What follows belongs to an exercise in optimizing a design on an open flow for small area; a production flow would make more cautious choices. Where RTL was checked, it was by simulation tests only, not by an equivalence proof against the original. No functional check of the RTL was part of run 2. Power figures rest on the tool's default switching activity, not on a simulated workload.

### flow/config.mk
export PLATFORM = sky130hd
export DESIGN_NAME = uart_controller
export DESIGN_NICKNAME = uart_controller
export VERILOG_FILES = /design/flow/design.v
export SDC_FILE = /design/flow/constraint.sdc
export NUM_CORES = 4
export LEC_CHECK = 0
export ABC_AREA = 1
export CAP_MARGIN = 20
export CORE_MARGIN = 2
export CORE_UTILIZATION = 40
export SLEW_MARGIN = 20
### flow/constraint.sdc
create_clock -name core_clock -period 10.0 [get_ports {clk}]
set_input_delay 2.0000 -clock core_clock [delete_from_list [all_inputs] [get_ports {clk}]]
set_output_delay 2.0000 -clock core_clock [all_outputs]
set_load 0.01 [all_outputs]
### flow/design.v
`resetall
`timescale 1ns / 1ps
`default_nettype none
module uart_controller#(
	parameter integer	BAUD_RATE   = 10_000_000,  
	parameter integer   LSB_FIRST   = 1,  	       
	parameter integer	STOP_BIT    = 2,           
	parameter integer	PARITY_TYPE = 2,           
	parameter integer	CLK_FREQ	= 100_000_000 
	)(
	input	wire		clk,
	input	wire		rst,
	input	wire		uart_rxd,
	output	reg 		uart_txd,
	input	wire [ 7:0]	s_axis_tdata,
	input	wire 		s_axis_tvalid,
	output	wire 		s_axis_tready,
	output	reg  [ 7:0]	m_axis_tdata,
	output  reg  		m_axis_tvalid,
	input	wire [31:0]	s_axis_cfg_tdata,
	input	wire 		s_axis_cfg_tvalid,
	output  wire        s_axis_cfg_tready
	);
	reg  [23:0]	cfg_baud_rate;
	reg			cfg_lsb_first;
	reg  [ 1:0]	cfg_stop_bit;
	reg  [ 1:0]	cfg_parity_type;
	reg			cfg_channel_enable;
	reg			is_transmitting, is_transmitting_d1;
	reg			is_receiving, is_receiving_d1;
	assign s_axis_cfg_tready = !is_receiving && !is_transmitting;
	assign s_axis_tready     = !is_transmitting;
	wire cfg_we = s_axis_cfg_tvalid && s_axis_cfg_tready;
	wire		lsb_first_nx = cfg_we ? s_axis_cfg_tdata[24]    : cfg_lsb_first;
	wire [1:0]	parity_nx    = cfg_we ? s_axis_cfg_tdata[28:27] : cfg_parity_type;
	always @(posedge clk) begin
		if (rst) begin
			cfg_baud_rate      <= BAUD_RATE;
			cfg_lsb_first      <= LSB_FIRST;
			cfg_stop_bit       <= STOP_BIT;
			cfg_parity_type    <= PARITY_TYPE;
			cfg_channel_enable <= 1'b1;
		end else if (cfg_we) begin
			cfg_baud_rate      <= s_axis_cfg_tdata[23:0];
			cfg_lsb_first      <= s_axis_cfg_tdata[24];
			cfg_stop_bit       <= s_axis_cfg_tdata[26:25];
			cfg_parity_type    <= s_axis_cfg_tdata[28:27];
			cfg_channel_enable <= s_axis_cfg_tdata[29];
		end
	end
	always @(posedge clk) begin
		if (rst) begin
			is_transmitting_d1 <= 1'b0;
			is_receiving_d1    <= 1'b0;
		end else begin
			is_transmitting_d1 <= is_transmitting;
			is_receiving_d1    <= is_receiving;
		end
	end
	wire new_tx_data = is_transmitting && !is_transmitting_d1;
	wire new_rx_data = is_receiving && !is_receiving_d1;
	wire has_parity = |cfg_parity_type;
	function [23:0] thr;
		input [3:0] k;
		thr = (k == 4'd0)  ? 24'd0 :
		      (k == 4'd1)  ? 24'd1  * (CLK_FREQ / 256) :
		      (k == 4'd2)  ? 24'd2  * (CLK_FREQ / 256) :
		      (k == 4'd3)  ? 24'd3  * (CLK_FREQ / 256) :
		      (k == 4'd4)  ? 24'd4  * (CLK_FREQ / 256) :
		      (k == 4'd5)  ? 24'd5  * (CLK_FREQ / 256) :
		      (k == 4'd6)  ? 24'd6  * (CLK_FREQ / 256) :
		      (k == 4'd7)  ? 24'd7  * (CLK_FREQ / 256) :
		      (k == 4'd8)  ? 24'd8  * (CLK_FREQ / 256) :
		      (k == 4'd9)  ? 24'd9  * (CLK_FREQ / 256) :
		      (k == 4'd10) ? 24'd10 * (CLK_FREQ / 256) :
		      (k == 4'd11) ? 24'd11 * (CLK_FREQ / 256) :
		      (k == 4'd12) ? 24'd12 * (CLK_FREQ / 256) :
		      (k == 4'd13) ? 24'd13 * (CLK_FREQ / 256) :
		      (k == 4'd14) ? 24'd14 * (CLK_FREQ / 256) :
		                     24'd15 * (CLK_FREQ / 256);
	endfunction
	reg  [ 3:0]	ce_cnt_max;
	always @(posedge clk) begin
		if (rst)
			ce_cnt_max <= 4'd0;
		else
			ce_cnt_max <= 4'd10 + cfg_stop_bit + has_parity;
	end
	reg  [31:0]	baud_tx_cnt;
	reg  [ 3:0]	ce_tx_cnt;
	reg			ce_tx;
	reg  [31:0]	baud_rx_cnt;
	reg  [ 3:0]	ce_rx_cnt;
	reg			ce_rx;
	wire [23:0] tx_t = ~thr(ce_tx_cnt);
	wire [23:0] rx_t = ~thr(ce_rx_cnt);
	wire [24:0] tx_g, rx_g;
	assign tx_g[0] = 1'b1;
	assign rx_g[0] = 1'b1;
	genvar gj;
	generate
		for (gj = 0; gj < 24; gj = gj + 1) begin : g_cmp
			assign tx_g[gj+1] = (baud_tx_cnt[gj+8] & tx_t[gj]) | (tx_g[gj] & (baud_tx_cnt[gj+8] | tx_t[gj]));
			assign rx_g[gj+1] = (baud_rx_cnt[gj+8] & rx_t[gj]) | (rx_g[gj] & (baud_rx_cnt[gj+8] | rx_t[gj]));
		end
	endgenerate
	wire tx_hit = tx_g[24];
	wire rx_hit = rx_g[24];
	wire tx_load = rst || new_tx_data || (ce_tx_cnt == ce_cnt_max);
	wire rx_load = rst || new_rx_data || (ce_rx_cnt == ce_cnt_max);
	wire [31:0] tx_a = tx_load ? {7'd0, cfg_baud_rate, 1'b0} : baud_tx_cnt;
	wire [31:0] rx_a = rx_load ? (CLK_FREQ / 2) : baud_rx_cnt;
	wire [25:0] rx_b = rx_load ? {cfg_baud_rate, 2'b00} : {2'b00, cfg_baud_rate};
	wire [32:0] tx_c, rx_c;
	wire [31:0] tx_b = {8'd0, cfg_baud_rate};
	wire [31:0] rx_bb = {6'd0, rx_b};
	assign tx_c[0] = 1'b0;
	assign rx_c[0] = 1'b0;
	genvar gi;
	generate
		for (gi = 0; gi < 32; gi = gi + 1) begin : g_add
			assign tx_c[gi+1] = (tx_a[gi] & tx_b[gi]) | (tx_c[gi] & (tx_a[gi] ^ tx_b[gi]));
			assign rx_c[gi+1] = (rx_a[gi] & rx_bb[gi]) | (rx_c[gi] & (rx_a[gi] ^ rx_bb[gi]));
		end
	endgenerate
	always @(posedge clk) begin
		baud_tx_cnt <= tx_a ^ tx_b ^ tx_c[31:0];
		baud_rx_cnt <= rx_a ^ rx_bb ^ rx_c[31:0];
	end
	always @(posedge clk) begin
		if (rst || new_tx_data) begin
			ce_tx     <= 1'b0;
			ce_tx_cnt <= 4'd1;
		end else begin
			ce_tx     <= tx_hit;
			ce_tx_cnt <= ce_tx_cnt + tx_hit;
		end
	end
	always @(posedge clk) begin
		if (rst || new_rx_data) begin
			ce_rx     <= 1'b0;
			ce_rx_cnt <= 4'd1;
		end else begin
			ce_rx     <= rx_hit;
			ce_rx_cnt <= ce_rx_cnt + rx_hit;
		end
	end
	reg  [3:0]	tx_cnt_bit;
	reg  [9:0]	tx_shift;    
	wire [3:0]	tx_data_length = ce_cnt_max - 4'd2;
	wire		tx_end = is_transmitting && (tx_cnt_bit == tx_data_length) && ce_tx;
	always @(posedge clk) begin
		if (rst || !cfg_channel_enable)
			is_transmitting <= 1'b0;
		else if (s_axis_tvalid && !is_transmitting)
			is_transmitting <= 1'b1;
		else if (tx_end)
			is_transmitting <= 1'b0;
	end
	always @(posedge clk) begin
		if (rst || !is_transmitting)
			tx_cnt_bit <= 4'd0;
		else if (ce_tx)
			tx_cnt_bit <= tx_cnt_bit + 1'b1;
	end
	wire [7:0] tx_byte_ord = lsb_first_nx ? s_axis_tdata :
		{s_axis_tdata[0], s_axis_tdata[1], s_axis_tdata[2], s_axis_tdata[3],
		 s_axis_tdata[4], s_axis_tdata[5], s_axis_tdata[6], s_axis_tdata[7]};
	wire tx_par = (parity_nx == 2'd0) ? 1'b1 : ((^s_axis_tdata) ^ (parity_nx == 2'd1));
	always @(posedge clk) begin
		if (!is_transmitting)
			tx_shift <= {tx_par, tx_byte_ord, 1'b0};
		else if (ce_tx)
			tx_shift <= {1'b1, tx_shift[9:1]};
	end
	always @(posedge clk) begin
		if (rst || !is_transmitting)
			uart_txd <= 1'b1;
		else
			uart_txd <= tx_shift[0];
	end
	reg  [1:0]	sync_in;
	reg  [3:0]	rx_cnt_bit;
	reg  [7:0]	rx_shift;
	reg			rx_par;
	wire		rx_bit = sync_in[1];
	wire [3:0]	rx_data_length = has_parity ? 4'd10 : 4'd9;
	wire		rx_end = is_receiving && (rx_cnt_bit == rx_data_length) && ce_rx;
	always @(posedge clk) begin
		if (rst)
			sync_in <= 2'b11;
		else
			sync_in <= {sync_in[0], uart_rxd};
	end
	always @(posedge clk) begin
		if (rst)
			is_receiving <= 1'b0;
		else if (!is_receiving && !rx_bit && cfg_channel_enable)
			is_receiving <= 1'b1;
		else if (rx_end)
			is_receiving <= 1'b0;
	end
	always @(posedge clk) begin
		if (rst || !is_receiving)
			rx_cnt_bit <= 4'd0;
		else if (ce_rx)
			rx_cnt_bit <= rx_cnt_bit + 1'b1;
	end
	always @(posedge clk) begin
		if (is_receiving && ce_rx && (!has_parity || rx_cnt_bit <= 4'd8))
			rx_shift <= {rx_bit, rx_shift[7:1]};
	end
	always @(posedge clk) begin
		if (!is_receiving)
			rx_par <= 1'b0;
		else if (ce_rx)
			rx_par <= rx_par ^ rx_bit;
	end
	wire rx_parity_error = (cfg_parity_type == 2'd2 && rx_par) ||
	                       (cfg_parity_type == 2'd1 && !rx_par);
	always @(posedge clk) begin
		if (rst) begin
			m_axis_tdata  <= 8'h00;
			m_axis_tvalid <= 1'b0;
		end else begin
			m_axis_tvalid <= rx_end && !rx_parity_error;
			if (rx_end)
				m_axis_tdata <= cfg_lsb_first ? rx_shift :
					{rx_shift[0], rx_shift[1], rx_shift[2], rx_shift[3],
					 rx_shift[4], rx_shift[5], rx_shift[6], rx_shift[7]};
		end
	end
endmodule
`resetall
### flow/run.sh
#!/bin/bash
# synth_recipe.tcl (not shown) runs the flow's synth.tcl, then flattens the netlist and writes it again
# the make line also repeats each setting of config.mk as NAME=value (left out here)
make -C /OpenROAD-flow-scripts/flow DESIGN_CONFIG=/design/flow/config.mk WORK_HOME=/design/flow/orfs CLKGATE_MAP_FILE= SYNTH_SCRIPT=/design/flow/synth_recipe.tcl finish
==> results of run 1 <==
registers in the layout (all words and copies together) (netlist names), 2 cells and up:
signal,cells
ce_rx_cnt,4
ce_cnt_max,4
cfg_parity_type,2
ce_tx_cnt,4
cfg_baud_rate,24
baud_rx_cnt,32
rx_shift,8
sync_in,2
cfg_stop_bit,2
tx_shift,10
tx_cnt_bit,4
baud_tx_cnt,32
rx_cnt_bit,4
m_axis_tdata,8
synth_stat cells, drive strengths merged (13+ instances only):
cell / instances / area share
nand3: 47 / 0.035
o21ai: 121 / 0.073
a21oi: 62 / 0.038
or2: 22 / 0.016
fa: 46 / 0.11
ha: 30 / 0.045
nand2: 209 / 0.095
o211ai: 13 / 0.012
clkbuf: 30 / 0.013
inv: 190 / 0.086
xnor2: 16 / 0.017
edfxtp: 17 / 0.061
dfxtp: 134 / 0.32
nor2: 77 / 0.042
layout by cell type, fill, tap and decap left out, types with 6 or more instances in the layout:
cell	n
inv_2	25
o22ai_1	6
inv_1	162
clkbuf_16	17
a21oi_1	60
xnor2_1	15
buf_4	43
ha_4	15
clkdlybuf4s50_1	53
nor2_1	62
o21ai_0	113
nor2_2	7
ha_1	14
nand3_2	12
or2_2	21
edfxtp_1	17
nand2_1	203
nor2_4	8
nand3_1	35
dfxtp_1	134
o211ai_1	13
fa_2	46
kinds of logic (layout without fill, tap and decap cells):
group	Yosys count	count (layout)	share of synthesized area
flops	151	151	0.382
simple gates	370	370	0.200
buf+inv	226	321	0.105
fa+ha+maj	77	77	0.157
xor+xnor	21	21	0.0220
compound gates	210	210	0.135
metrics by stage:
stage                     total power, W  cell area [sq um]  setup slack [ns]
after global routing             0.00267              10400             -2.10
final                            0.00245              10400             -1.79
after floorplan                  0.00156               8550             -2.06
after detailed placement         0.00180               9550             -2.90
after global placement           0.00178               9550             -2.80
after CTS                        0.00247              10400             -1.98
worst max-delay path by stage:
| stage | startpoint | endpoint | depth (start not counted) |
|---|---|---|---|
| finish | rst | baud_tx_cnt[30] | 39 |
| global route | rst | baud_tx_cnt[31] | 40 |
| CTS | rst | baud_tx_cnt[30] | 40 |
| detailed placement | rst | baud_rx_cnt[31] | 48 |
| global placement | rst | baud_rx_cnt[31] | 49 |
| floorplan | rst | baud_tx_cnt[30] | 39 |
layout make-up:
class,instances,area (sq um),area share
multi-input cells,678,4660,0.448
flip-flops and latches,151,3190,0.307
repair buffers,99,896,0.0862
inverters,191,738,0.0710
clock buffers,17,425,0.0409
well taps,270,338,0.0325
clock inverters,14,149,0.0143
routing by layer:
metal  share of wire  global-route usage  wire length [microns]  vias up
li1                -                   -                      -     3497
met1            0.50               0.237                   8950     3011
met2            0.46               0.290                   8360       86
met3           0.031              0.0347                    564       10
met4          0.0064              0.0357                    115        0
met5               0                   0                      0        -
timing repair:
action	in CTS	in global routing
pin swaps	10	27
hold buffers	0	0
endpoints found under the setup margin	26	21
setup buffers	8	2
resized for setup	66	7
critical path, delay by kind of cell:
kind / cells / cell delay [ns]
AO/OA/AOI/OAI: 1 / 0.04
AND/OR/NAND/NOR: 2 / 0.14
buffers and inverters: 5 / 0.33
adder cells (fa/ha/maj): 31 / 9.54
report_power, final:
part | internal (W) | switching, W | total, W
sequential | 0.000767 | 0.0000824 | 0.000849
combinational | 0.000409 | 0.000559 | 0.000967
clock | 0.000368 | 0.000265 | 0.000633
total | 0.00154 | 0.000906 | 0.00245
==> flow_summary.yaml, run 1 <==
status:
  status: "finished with violations"
  violatedChecks: "negative setup slack"
timing:
  drv_slew: 0
  slew-limit-headroom: 0.509
  fmax_mhz: 84.8
  finalCriticalPeriod_ns: 11.79
  whs_ns: 0.414
  tightest_slew_ns: 0.736
  finalCritPeriodShare: 1.18
  finalSetupViolCount: 17
  hold_violations: 0
  rsz0062_at_grt: "true"
  finalSetupTns_ns: -15.52
  skew_ns: 0.0102
  fin_ws_ns: -1.79
min_path:
  hp-start: "sync_in[0]"
  holdPathStages: 1
  hold_class: "flop to flop"
  whs_endpoint: "sync_in[1]"
final_layout:
  utilization: 0.511
  fin_nets: 1259
  final_cells: 1420
  area_growth_pct: 24.5
  fillers: 1976
  drive_above_1_share: 0.198
  antenna_cells: 0
floorplanning:
  start_util: 0.410
  core_area_sq_mm: 0.0204
  io-pin-count: 57
  die_w_microns: 149
  dieArea_sq_mm: 0.0221
  die_h_microns: 149
  rows: 52
synthesis:
  synth_edf_count: 17
  synth-seq-cells: 151
  synth_nets: 1176
  synth_area_per_cell_sq_um: 7.92
  ys_types: 44
  synth_ff_type: "dfxtp_1"
  synth_cells: 1055
  ys_warn_count: 1
  ys_seq_area_frac: 0.382
  async_flop_share: 0
  syn_area_sq_mm: 0.00835
grt:
  grt_pass1_wl_microns: 31100
  grt_overflow_total: 0
  grtUsageTotal: 0.174
  first_global_vias: 6612
  grt_max_degree: 52
  antenna_found_initial: 0
route:
  vias_per_cell: 4.65
  first_pass_iters: 4
  drtIter0Drc: 249
  route.detailed.drc: 0
  ant_nets: 0
  routedWlPerCell_microns: 12.7
  vias: 6604
  wl_microns: 18000
critical_path:
  r2r_slack_ns: -0.73
  critPathLaunchType: "input pin"
  r2r_cells: 37
  required_ns: 10.31
  crit_path_end_kind: "flop"
  worstPathMaxFanout: 4
  critPathKind: "input pin to flop"
  crit_path_top_delay_cell: "fa_2"
  timing.rr.start: "ce_tx_cnt[1]"
  r2r-end: "baud_tx_cnt[30]"
  arrival_ns: 12.10
  cp_slowest_stage_delay_ns: 0.39
  crit_top_cell: "fa_2"
clock_tree:
  cts.path.max_buffers: 2
  cts_buffers: 17
  path_clk_slew_ns: 0.06
  cts_sinks: 151
  cts_tree: "done"
  cts_root_buf: "clkbuf_16"
  clk_latency_ns: 0.42
  htree_num_levels: 4
place:
  dp_hpwl_microns: 13700
  io_buffers: 54
  gp_congestion: 0.852
  place_inst: 1382
run:
  maxCapViolCount: 0
power_and_ir_drop:
  power.density_mw_per_mm2: 236
  p_leak_nw: 4.54
  ir_drop_mv: 0.133
==> run 2, diff against run 1 <==
--- a/flow/design.v
+++ b/flow/design.v
@@ -62,22 +62,9 @@
 	wire has_parity = |cfg_parity_type;
 	function [23:0] thr;
 		input [3:0] k;
-		thr = (k == 4'd0)  ? 24'd0 :
-		      (k == 4'd1)  ? 24'd1  * (CLK_FREQ / 256) :
-		      (k == 4'd2)  ? 24'd2  * (CLK_FREQ / 256) :
-		      (k == 4'd3)  ? 24'd3  * (CLK_FREQ / 256) :
-		      (k == 4'd4)  ? 24'd4  * (CLK_FREQ / 256) :
-		      (k == 4'd5)  ? 24'd5  * (CLK_FREQ / 256) :
-		      (k == 4'd6)  ? 24'd6  * (CLK_FREQ / 256) :
-		      (k == 4'd7)  ? 24'd7  * (CLK_FREQ / 256) :
-		      (k == 4'd8)  ? 24'd8  * (CLK_FREQ / 256) :
-		      (k == 4'd9)  ? 24'd9  * (CLK_FREQ / 256) :
-		      (k == 4'd10) ? 24'd10 * (CLK_FREQ / 256) :
-		      (k == 4'd11) ? 24'd11 * (CLK_FREQ / 256) :
-		      (k == 4'd12) ? 24'd12 * (CLK_FREQ / 256) :
-		      (k == 4'd13) ? 24'd13 * (CLK_FREQ / 256) :
-		      (k == 4'd14) ? 24'd14 * (CLK_FREQ / 256) :
-		                     24'd15 * (CLK_FREQ / 256);
+		begin
+			thr = k * (CLK_FREQ / 256);
+		end
 	endfunction
 	reg  [ 3:0]	ce_cnt_max;
 	always @(posedge clk) begin
@@ -92,40 +79,16 @@
 	reg  [31:0]	baud_rx_cnt;
 	reg  [ 3:0]	ce_rx_cnt;
 	reg			ce_rx;
-	wire [23:0] tx_t = ~thr(ce_tx_cnt);
-	wire [23:0] rx_t = ~thr(ce_rx_cnt);
-	wire [24:0] tx_g, rx_g;
-	assign tx_g[0] = 1'b1;
-	assign rx_g[0] = 1'b1;
-	genvar gj;
-	generate
-		for (gj = 0; gj < 24; gj = gj + 1) begin : g_cmp
-			assign tx_g[gj+1] = (baud_tx_cnt[gj+8] & tx_t[gj]) | (tx_g[gj] & (baud_tx_cnt[gj+8] | tx_t[gj]));
-			assign rx_g[gj+1] = (baud_rx_cnt[gj+8] & rx_t[gj]) | (rx_g[gj] & (baud_rx_cnt[gj+8] | rx_t[gj]));
-		end
-	endgenerate
-	wire tx_hit = tx_g[24];
-	wire rx_hit = rx_g[24];
+	wire tx_hit  = baud_tx_cnt[31:8] >= thr(ce_tx_cnt);
+	wire rx_hit  = baud_rx_cnt[31:8] >= thr(ce_rx_cnt);
 	wire tx_load = rst || new_tx_data || (ce_tx_cnt == ce_cnt_max);
 	wire rx_load = rst || new_rx_data || (ce_rx_cnt == ce_cnt_max);
 	wire [31:0] tx_a = tx_load ? {7'd0, cfg_baud_rate, 1'b0} : baud_tx_cnt;
 	wire [31:0] rx_a = rx_load ? (CLK_FREQ / 2) : baud_rx_cnt;
 	wire [25:0] rx_b = rx_load ? {cfg_baud_rate, 2'b00} : {2'b00, cfg_baud_rate};
-	wire [32:0] tx_c, rx_c;
-	wire [31:0] tx_b = {8'd0, cfg_baud_rate};
-	wire [31:0] rx_bb = {6'd0, rx_b};
-	assign tx_c[0] = 1'b0;
-	assign rx_c[0] = 1'b0;
-	genvar gi;
-	generate
-		for (gi = 0; gi < 32; gi = gi + 1) begin : g_add
-			assign tx_c[gi+1] = (tx_a[gi] & tx_b[gi]) | (tx_c[gi] & (tx_a[gi] ^ tx_b[gi]));
-			assign rx_c[gi+1] = (rx_a[gi] & rx_bb[gi]) | (rx_c[gi] & (rx_a[gi] ^ rx_bb[gi]));
-		end
-	endgenerate
 	always @(posedge clk) begin
-		baud_tx_cnt <= tx_a ^ tx_b ^ tx_c[31:0];
-		baud_rx_cnt <= rx_a ^ rx_bb ^ rx_c[31:0];
+		baud_tx_cnt <= tx_a + cfg_baud_rate;
+		baud_rx_cnt <= rx_a + rx_b;
 	end
 	always @(posedge clk) begin
 		if (rst || new_tx_data) begin
--- a/flow/config.mk
+++ b/flow/config.mk
@@ -5,7 +5,6 @@
 export SDC_FILE = /design/flow/constraint.sdc
 export NUM_CORES = 4
 export LEC_CHECK = 0
-export ABC_AREA = 1
 export CAP_MARGIN = 20
 export CORE_MARGIN = 2
 export CORE_UTILIZATION = 40
==> flow_summary.yaml, run 2 <==
clock_tree:
  path_clk_slew_ns: 0.08
  cts_root_buf: "clkbuf_16"
  post_cts_buffers: 0
  clk_latency_ns: 0.44
  cts_tree: "done"
  htree_num_levels: 4
  cts_sinks: 151
  cts_buffers: 17
  postCtsResizedCells: 0
  cts_hold_buf: 0
  cts.path.max_buffers: 2
timing:
  tightest_slew_ns: 0.856
  finalSetupTns_ns: 0
  drv_slew: 0
  rsz0062_at_grt: "false"
  slew-limit-headroom: 0.426
  fin_ws_ns: 3.37
  finalCriticalPeriod_ns: 6.63
  hold_violations: 0
  fmax_mhz: 151
  skew_ns: 0.0147
  finalSetupViolCount: 0
  finalCritPeriodShare: 0.663
critical_path:
  path_delay_family: "compound AO/OA/AOI/OAI gates"
  r2r_slack_ns: 3.72
  critPathKind: "input pin to flop"
  cp_slowest_stage_delay_ns: 0.60
  path_depth: 16
  r2r-end: "ce_rx_cnt[2]"
  arrival_ns: 6.95
  critPathLaunchType: "input pin"
  cp_num_buf_inv: 3
  critPathLaunch: "rst"
  timing.rr.start: "ce_rx_cnt[2]"
  required_ns: 10.33
  crit_top_cell: "a31oi_1"
  worstPathMaxFanout: 27
  critical_path.endpoint: "baud_tx_cnt[28]"
  crit_path_top_delay_cell: "inv_1"
  crit_path_end_kind: "flop"
  r2r_cells: 25
  critical_path.cell_chain: "clkdlybuf4s50_1, inv_1, o21ai_0, nor2_2, buf_4, mux2_2, ha_1, a2111o_1, a31oi_2, nor3_2, a31oi_1, o311ai_1, a31oi_1, nor2_1, and3_1, xor2_1"
power_and_ir_drop:
  p_leak_nw: 5.64
  total_power_w: 0.00307
  ir_drop_mv: 0.136
  power.density_mw_per_mm2: 247
synthesis:
  synth_ff_type: "dfxtp_1"
  synth_largest_area_cell: "dfxtp_1"
  synthTopCellsByCount: "nand2_1, ha_1, dfxtp_1"
  synth_top_area_frac: 0.245
  synth.most_common_cell: "nand2_1"
  netlist_top_cells_area: "dfxtp_1, ha_1, nand2_1"
  ys_types: 64
  synth_edf_count: 17
  ys_warn_count: 1
  synth_nets: 1476
  synth_area_per_cell_sq_um: 8.62
  async_flop_share: 0
  synth-seq-cells: 151
  ys_seq_area_frac: 0.292
  synth_cells: 1268
  syn_area_sq_mm: 0.0109
final_layout:
  layout_commonest_cell: "nand2_1"
  antenna_cells: 0
  biggestRegsByFlops: "baud_rx_cnt (32), baud_tx_cnt (32), cfg_baud_rate (24)"
  utilization: 0.463
  fin_nets: 1520
  fillers: 2653
  most-common-layout-cells: "nand2_1, ha_1, dfxtp_1, a21oi_1, nor2_1"
  drive_above_1_share: 0.0626
  area_growth_pct: 13.9
route:
  wl_microns: 24800
  vias_per_cell: 5.31
  routedWlPerCell_microns: 14.9
  first_pass_iters: 4
  vias: 8841
  drtIter0Drc: 466
  ant_nets: 0
  route.detailed.drc: 0
floorplanning:
  die_h_microns: 169
  rows: 60
  dieArea_sq_mm: 0.0287
  start_util: 0.407
  io-pin-count: 57
  die_w_microns: 169
  core_area_sq_mm: 0.0269
grt:
  antenna_found_initial: 0
  grt_pass1_wl_microns: 41200
  grtUsageTotal: 0.176
  grt_max_degree: 37
  grt_overflow_total: 0
  first_global_vias: 8389
run:
  maxCapViolCount: 0
place:
  io_buffers: 54
  dp_hpwl_microns: 18900
  pre_cts_ws_ns: 2.95
  gp_congestion: 0.848
min_path:
  hold_class: "flop to flop"
status:
  status: "timing/DRC/antenna clean"
[run 2: cell types whose count changed after synthesis, moves of 19 or more]
cell      previous run  this run
inv_1              177        60
ha_1                30       145
o21ai_0            116        44
xnor2_1             16        67
a21oi_1             60       103
a21o_1               0        41
xor2_1               5        38
fa_1                46        18
and2_1               0        24
mux2_2               0        24
nand2_1            206       183
mux2i_1              0        22
nand2b_1             0        19
[run 2: power breakdown]
| part | internal [W] | switching (W) |
|---|---|---|
| sequential | 0.000743 | 0.000107 |
| combinational | 0.000707 | 0.000832 |
| clock | 0.000348 | 0.000334 |
[run 2: per-stage QoR]
step                hold slack [ns]  instances  cell area [sq um]
floorplan                     0.389       1268              10900
global placement              0.391       1633              11800
detailed placement            0.421       1634              11800
CTS                           0.451       1666              12500
global route                  0.460       1666              12500
finish                        0.443       1666              12500
[run 2: worst min path at each step]
stage               startpoint  depth (start not counted)  slack (ns)          to
global route        sync_in[0]                          1        0.46  sync_in[1]
detailed placement  sync_in[0]                          1        0.42  sync_in[1]
floorplan           sync_in[0]                          1        0.39  sync_in[1]
finish              sync_in[0]                          1        0.44  sync_in[1]
global placement    sync_in[0]                          1        0.39  sync_in[1]
CTS                 sync_in[0]                          1        0.45  sync_in[1]
[run 2: layer usage]
metal	up-vias	track usage	wire, microns
met1	4108	0.245	12600
met3	15	0.0278	767
met2	136	0.287	11200
li1	4582	-	-
met5	-	0	0
met4	0	0.0401	255
[run 2: area by class of cell]
cell class	count	area, sq um	area share
well taps	341	427	0.0343
inverters	60	225	0.0181
repair buffers	62	601	0.0482
clock inverters	15	216	0.0174
flip-flops and latches	151	3190	0.256
multi-input cells	1020	7370	0.591
clock buffers	17	425	0.0342
[run 2: cell families (layout without fill, tap and decap cells)]
logic type,after synthesis,after routing,share of synthesized area
xor+xnor,105,105,0.0841
simple gates,413,413,0.174
flops,151,151,0.292
buf+inv,97,154,0.0347
mux,46,46,0.0449
fa+ha+maj,163,163,0.199
compound gates,293,293,0.171

[static timing again, ports no longer ideal]
In the flow no input, the clock included, has a driving cell. The finished layouts below were timed again as built, in two steps.
Step 1 sets driving cells, clkbuf_16 on the clock port and buf_2 on the other inputs (assumed; they add their load-dependent delay and slew).
Step 2 also shifts input and output timing later by t, the mid clock arrival at the registers, as if the neighbouring blocks saw the same clock.
Slacks: ideal / step 1 / step 2; pairs: ideal / step 1.
| run | t (ns) | setup WS [ns] | worst setup path after step 2 | slew at the worst register clock pin (ns) |
|---|---|---|---|---|
| run 1 | 0.460 | -1.786 / -1.790 / -2.250 | input to register | 0.07 / 0.07 |
| run 2 | 0.481 | 3.372 / 3.398 / 2.916 | input to register | 0.08 / 0.08 |
The setup slack of run 1, which loses most, moves by -0.004 ns with the drivers and by -0.464 ns with both steps.
